What follows belongs to an exercise in optimizing a design on an open flow for small area; a production flow would make more cautious choices.
No run shown here included a check of the RTL's function; only the layout flow was run.

## flow/design.v (module list and top-level ports; edited modules follow where they fit)
// module FA: 4 lines
// module HA: 4 lines
// module BPP: 3 lines
// module MulRawFN: 1936 lines
module MulRawFN(
  input         clock,
  input         reset,
  input         io_a_isNaN,
  input         io_a_isInf,
  input         io_a_isZero,
  input  [8:0]  io_a_exp,
  input  [22:0] io_a_sig,
  input         io_b_isNaN,
  input         io_b_isInf,
  input         io_b_isZero,
  input  [8:0]  io_b_exp,
  input  [22:0] io_b_sig,
  output        io_invalidExc,
  output        io_rawOut_isNaN,
  output        io_rawOut_isInf,
  output        io_rawOut_isZero,
  output [8:0]  io_rawOut_exp,
  output [22:0] io_rawOut_sig
);
  // ...
==> flow/run.sh <==
#!/bin/bash
# synth_recipe.tcl (not shown) runs the flow's synth.tcl, then flattens the netlist and writes it again
# the make line also repeats each setting of config.mk as NAME=value (left out here)
make -C /OpenROAD-flow-scripts/flow DESIGN_CONFIG=/design/flow/config.mk WORK_HOME=/design/flow/orfs CLKGATE_MAP_FILE= SYNTH_SCRIPT=/design/flow/synth_recipe.tcl finish
==> flow/config.mk <==
export PLATFORM = sky130hd
export DESIGN_NAME = MulRawFN
export DESIGN_NICKNAME = MulRawFN
export VERILOG_FILES = /design/flow/design.v
export SDC_FILE = /design/flow/constraint.sdc
export NUM_CORES = 4
export LEC_CHECK = 0
export CAP_MARGIN = 20
export CORE_MARGIN = 2
export CORE_UTILIZATION = 40
export SLEW_MARGIN = 20
export SYNTH_HIERARCHICAL = 1
export SYNTH_MINIMUM_KEEP_SIZE = 0
==> flow/constraint.sdc <==
create_clock -name core_clock -period 8.5 [get_ports {clock}]
set_input_delay 1.7000 -clock core_clock [delete_from_list [all_inputs] [get_ports {clock}]]
set_output_delay 1.7000 -clock core_clock [all_outputs]
set_load 0.01 [all_outputs]
==> impl_metrics.py, run 1 <==
metrics = {
    "synthesis": {
        "async_flop_share": 0,
        "yosys.area_share.xor_xnor": 0.175,
        "synth_cell_types": 58,
        "ys.flop_type": "dfxtp_1",
        "yosysMostFrequentCell": "xnor2_1",
        "synthTopCellsByArea": "fa_1 (33%), a22oi_2 (20%), xnor2_1 (16%)",
    },
    "timing": {
        "fin_ws_ps": 327,
        "finalHoldWorstSlack_ps": 2010,
        "worstMarginPinSlew_ps": 1070,
    },
    "placement": {
        "portBuffers": 106,
        "dp_hpwl_microns": 42600,
        "postPlaceCellArea_sq_um": 20000,
    },
    "global_routing": {
        "grtUsageMet1": 0.359,
        "grt_max_degree": 46,
        "use_met2": 0.404,
    },
    "outcome": {
        "outcome": "no timing/DRC/antenna violations",
    },
    "floorplan": {
        "die_x_microns": 209,
        "die_area_sq_um": 43700,
    },
    "finish": {
        "biggestCellCategory": "multi-input combinational cells",
        "n_all_inverters": 81,
        "fillers": 3828,
        "layout-drive-gt1-share": 0.251,
        "seq_area_frac": 0.0397,
        "layout_common_cells": "xnor2_1 (299), fa_1 (277), a22oi_2 (264)",
        "nClkBuffers": 5,
        "final_cells": 2350,
        "syn_to_final_growth_pct": 19.9,
    },
    "setup_path": {
        "crit_start": "io_b_sig[14]",
        "worst_setup_path_end_kind": "flop",
        "crit_chain": "clkdlybuf4s50_1 > nand2b_1 > o21ai_2 > buf_12 > a22oi_2 > xnor2_1 > fa_1 > fa_1 > fa_1 > fa_1 > fa_1 > fa_1 > ha_1 > nand4_1 > nor3_1 > a221oi_1 > nand2_1 > a32oi_1 > buf_4 > a31oi_1 > a211o_1 > fa_1 > xnor2_1 > xnor2_1",
        "critPathTopFamily": "adder cells",
    },
    "routing": {
        "wire_per_inst_microns": 22.9,
        "vias": 13700,
        "postRouteAntennaNets": 0,
    },
    "clock_network": {
        "ctsResizeCount": 0,
        "cts_buffers": 5,
        "post_cts_buffers": 0,
    },
    "hold_path": {
        "holdCritStartpoint": "io_a_isNaN",
    },
}
==> inputs of run 2 (changes only) <==
==> flow/config.mk (replaced) <==
export PLATFORM = sky130hd
export DESIGN_NAME = MulRawFN
export DESIGN_NICKNAME = MulRawFN
export VERILOG_FILES = /design/flow/design.v
export SDC_FILE = /design/flow/constraint.sdc
export NUM_CORES = 4
export LEC_CHECK = 0
export CAP_MARGIN = 0
export CORE_MARGIN = 2
export CORE_UTILIZATION = 60
export SLEW_MARGIN = 0
export SYNTH_HIERARCHICAL = 1
export SYNTH_MINIMUM_KEEP_SIZE = 0
==> run 2 against run 1 <==
Die area down 33%. Hold slack got worse by 12 ps. First-iteration DRC count increased by 26%. Cell count fell by 6.5%. Global-route usage grew 12 points. Area after synthesis is the same. Core utilization is 24 points higher. Setup slack improved by 55 ps. Synthesized cell count did not move. Highest routed layer is now met5.
==> impl_metrics.py, run 2 <==
metrics = {
    "synthesis": {
        "synth_cell_types": 58,
        "yosys_warnings": 7,
        "ys_seq_area_frac": 0.0476,
        "syn_area_sq_um": 16800,
        "ys_top_cells_by_count": "xnor2_1 (299), fa_1 (277), a22oi_2 (264)",
        "yosysMostFrequentCell": "xnor2_1",
        "avgSynthCellArea_sq_um": 10.7,
        "synthTopCellsByArea": "fa_1 (33%), a22oi_2 (20%), xnor2_1 (16%)",
        "synthCells": 1572,
        "synth_top_area_cell": "fa_1",
        "ys_ff_latch": 40,
        "netlist.area_leader.share": 0.329,
        "synth_edf_count": 0,
        "async_flop_share": 0,
        "ys.flop_type": "dfxtp_1",
    },
    "clock_network": {
        "ctsHoldBuffers": 0,
        "cts_sinks": 40,
        "clkTransAtPathRegs_ps": 60,
        "htree_levels": 2,
        "cts_buffers": 5,
        "tritoncts": "done",
        "cts_root_buf": "clkbuf_16",
        "clk_path_buf_depth": 2,
    },
    "timing": {
        "hold_viol_final": 0,
        "worstMarginPinSlew_ps": 1170,
        "finalSetupViolCount": 0,
        "grt_setup_unrepaired": "no",
        "maxSlewViolCount": 0,
        "period_minus_slack_ps": 8120,
        "fin_ws_ps": 382,
        "slew_headroom": 0.221,
        "fin_crit_sh": 0.955,
        "fmax_mhz": 123,
    },
    "routing": {
        "drt_iter0_markers": 1260,
        "finalWirelength_microns": 53900,
        "viasPerCell": 6.38,
        "remaining_drc_errors": 0,
        "first_pass_iters": 5,
        "wire_per_inst_microns": 24.5,
        "postRouteAntennaNets": 0,
        "vias": 14000,
    },
    "global_routing": {
        "grt_max_degree": 46,
        "use_met2": 0.574,
        "grt.met3_usage": 0.0916,
        "antenna_found_initial": 5,
        "grtUsageMet1": 0.526,
        "grt-ovfl-total": 0,
        "grt.busiest_layer": "met2",
        "grt.total_usage": 0.373,
        "grt_pass1_vias": 14200,
        "grt_pass1_wl_microns": 82700,
    },
    "setup_path": {
        "crit_path_start_kind": "input pin",
        "cp.arrival_ps": 8320,
        "crit_required_ps": 8710,
        "path_class": "input pin to flop",
        "worst_setup_path_end_kind": "flop",
        "path_max_fanout": 14,
    },
    "outcome": {
        "outcome": "no timing/DRC/antenna violations",
    },
    "finish": {
        "layout_common_cells": "xnor2_1 (298), fa_1 (275), a22oi_2 (264)",
        "largest_reg_flops": 26,
        "layout-drive-gt1-share": 0.255,
        "syn_to_final_growth_pct": 19.1,
        "fillers": 2110,
        "final_common_cell": "xnor2_1",
        "final_core_util": 0.724,
        "fin_nets": 2274,
        "final_area_sq_um": 20000,
    },
    "placement": {
        "place_ws_ps": -232,
        "gp_congestion": 0.933,
        "dp_hpwl_microns": 41300,
        "portBuffers": 106,
        "postPlaceCellArea_sq_um": 19800,
    },
    "floorplan": {
        "ioPinCount": 108,
        "start_util": 0.608,
        "core_sq_um": 27700,
        "die_x_microns": 172,
        "die_h_microns": 172,
        "die_area_sq_um": 29400,
        "fp-row-count": 61,
    },
    "flow_run": {
        "drv_cap": 0,
    },
    "hold_path": {
        "hold_path_class": "input pin to flop",
    },
}
==> run 2: cell counts after synthesis <==
Identical to the previous run, type by type.
==> run 2: worst paths after layout <==
path	start	end	slack [ps]	cells after the start
setup / recovery	io_b_sig[10]	prodHi_reg[25]	380	24
hold / removal	io_b_isNaN	isNaN_reg	2000	2
==> run 2: worst max-delay path, cell delays in order <==
cell and delay, ps:
clkdlybuf4s50_1 510, nand2b_1 220, o21ai_2 170, buf_12 210, buf_4 160, a22oi_2 60, xnor2_1 220, fa_1 510
fa_1 420, fa_1 390, fa_1 460, fa_1 390, fa_1 520, ha_1 360, nand4_1 130, nor3_1 90
a221oi_1 240, nand2_1 120, a32oi_2 260, a31oi_1 170, a211o_1 290, fa_1 370, xnor2_1 200, xnor2_1 140
==> run 2: per-module statistics from Yosys, one instance, submodules excluded <==
module,cell area [sq um],copies in the design,cells,flip-flops and latches
BPP,21.3,264,2,0
MulRawFN,5750,1,759,40
HA,12.5,32,1,0
FA,20.0,253,1,0
==> run 2: per-layer routing <==
layer / wire, microns / part of all wire / vias to the layer above
met1: 22300 / 0.41 / 7053
met2: 24100 / 0.45 / 780
met4: 1700 / 0.032 / 2
met3: 5760 / 0.11 / 95
li1: - / - / 6093
met5: 13 / 0.00024 / -
==> run 2: repair_timing <==
item | CTS | global route
endpoints found under the hold margin | 0 | 0
setup endpoints to repair | 0 | 11
gates resized for setup | 0 | 12
buffers inserted | 0 | 5
==> run 2: cell families (layout without fill, tap and decap cells) <==
| logic type | after synthesis | count (layout) | share of synthesized area |
|---|---|---|---|
| compound gates | 439 | 439 | 0.261 |
| fa+ha+maj | 386 | 386 | 0.410 |
| xor+xnor | 337 | 337 | 0.175 |
| simple gates | 250 | 250 | 0.0743 |
| buf+inv | 109 | 332 | 0.0250 |
| flops | 40 | 40 | 0.0476 |
| mux | 10 | 10 | 0.00624 |
| other cells | 1 | 25 | 0.000223 |
==> run 2: area by class of cell <==
| cell class | instances | area, sq um | share of cell area |
|---|---|---|---|
| Antenna cell | 2 | 5.00 | 0.000250 |
| Clock inverter | 3 | 23.8 | 0.00119 |
| Timing Repair Buffer | 243 | 2450 | 0.122 |
| Inverter | 81 | 304 | 0.0152 |
| Sequential cell | 40 | 801 | 0.0399 |
| Multi-Input combinational cell | 1445 | 15900 | 0.791 |
| Clock buffer | 5 | 125 | 0.00624 |
| Tap cell | 378 | 473 | 0.0236 |
==> run 2: per-stage QoR <==
stage / hold WS (ps) / instances / TNS (ps)
global route: 2020 / 2196 / 0
floorplan: 1800 / 1594 / 0
CTS: 1990 / 2189 / 0
global placement: 2290 / 2181 / -149
detailed placement: 2290 / 2181 / -426
finish: 2000 / 2197 / 0

-- port drivers added, routing unchanged --
How much do the figures lean on ideal ports? The routed layouts below were timed once more, with nothing changed but the port constraints.
Step 1, drivers: a clkbuf_16 drives clock and a buf_2 each remaining input, both assumed.
Step 2 times the ports against the registers' clock, not the clock port: input delays grow and output delays shrink by t, the midpoint of the rising clock arrivals with the driver on.
Three values: ideal, step 1, step 2; two values: the first two.
| run | shift t [ns] | setup WS [ns] | latest minus earliest clock arrival (ns) | worst register clock-pin slew, ns | pins driven straight from the clock port |
|---|---|---|---|---|---|
| run 1 | 0.320 | 0.327 / 0.339 / 0.020 | 0.007 / 0.007 | 0.06 / 0.06 | 1 |
| run 2 | 0.315 | 0.382 / 0.365 / 0.050 | 0.007 / 0.007 | 0.06 / 0.06 | 1 |
After both steps every run listed still meets setup and hold. The setup slack of run 2, which loses most, moves by -0.017 ns with the drivers and by -0.332 ns with both steps.
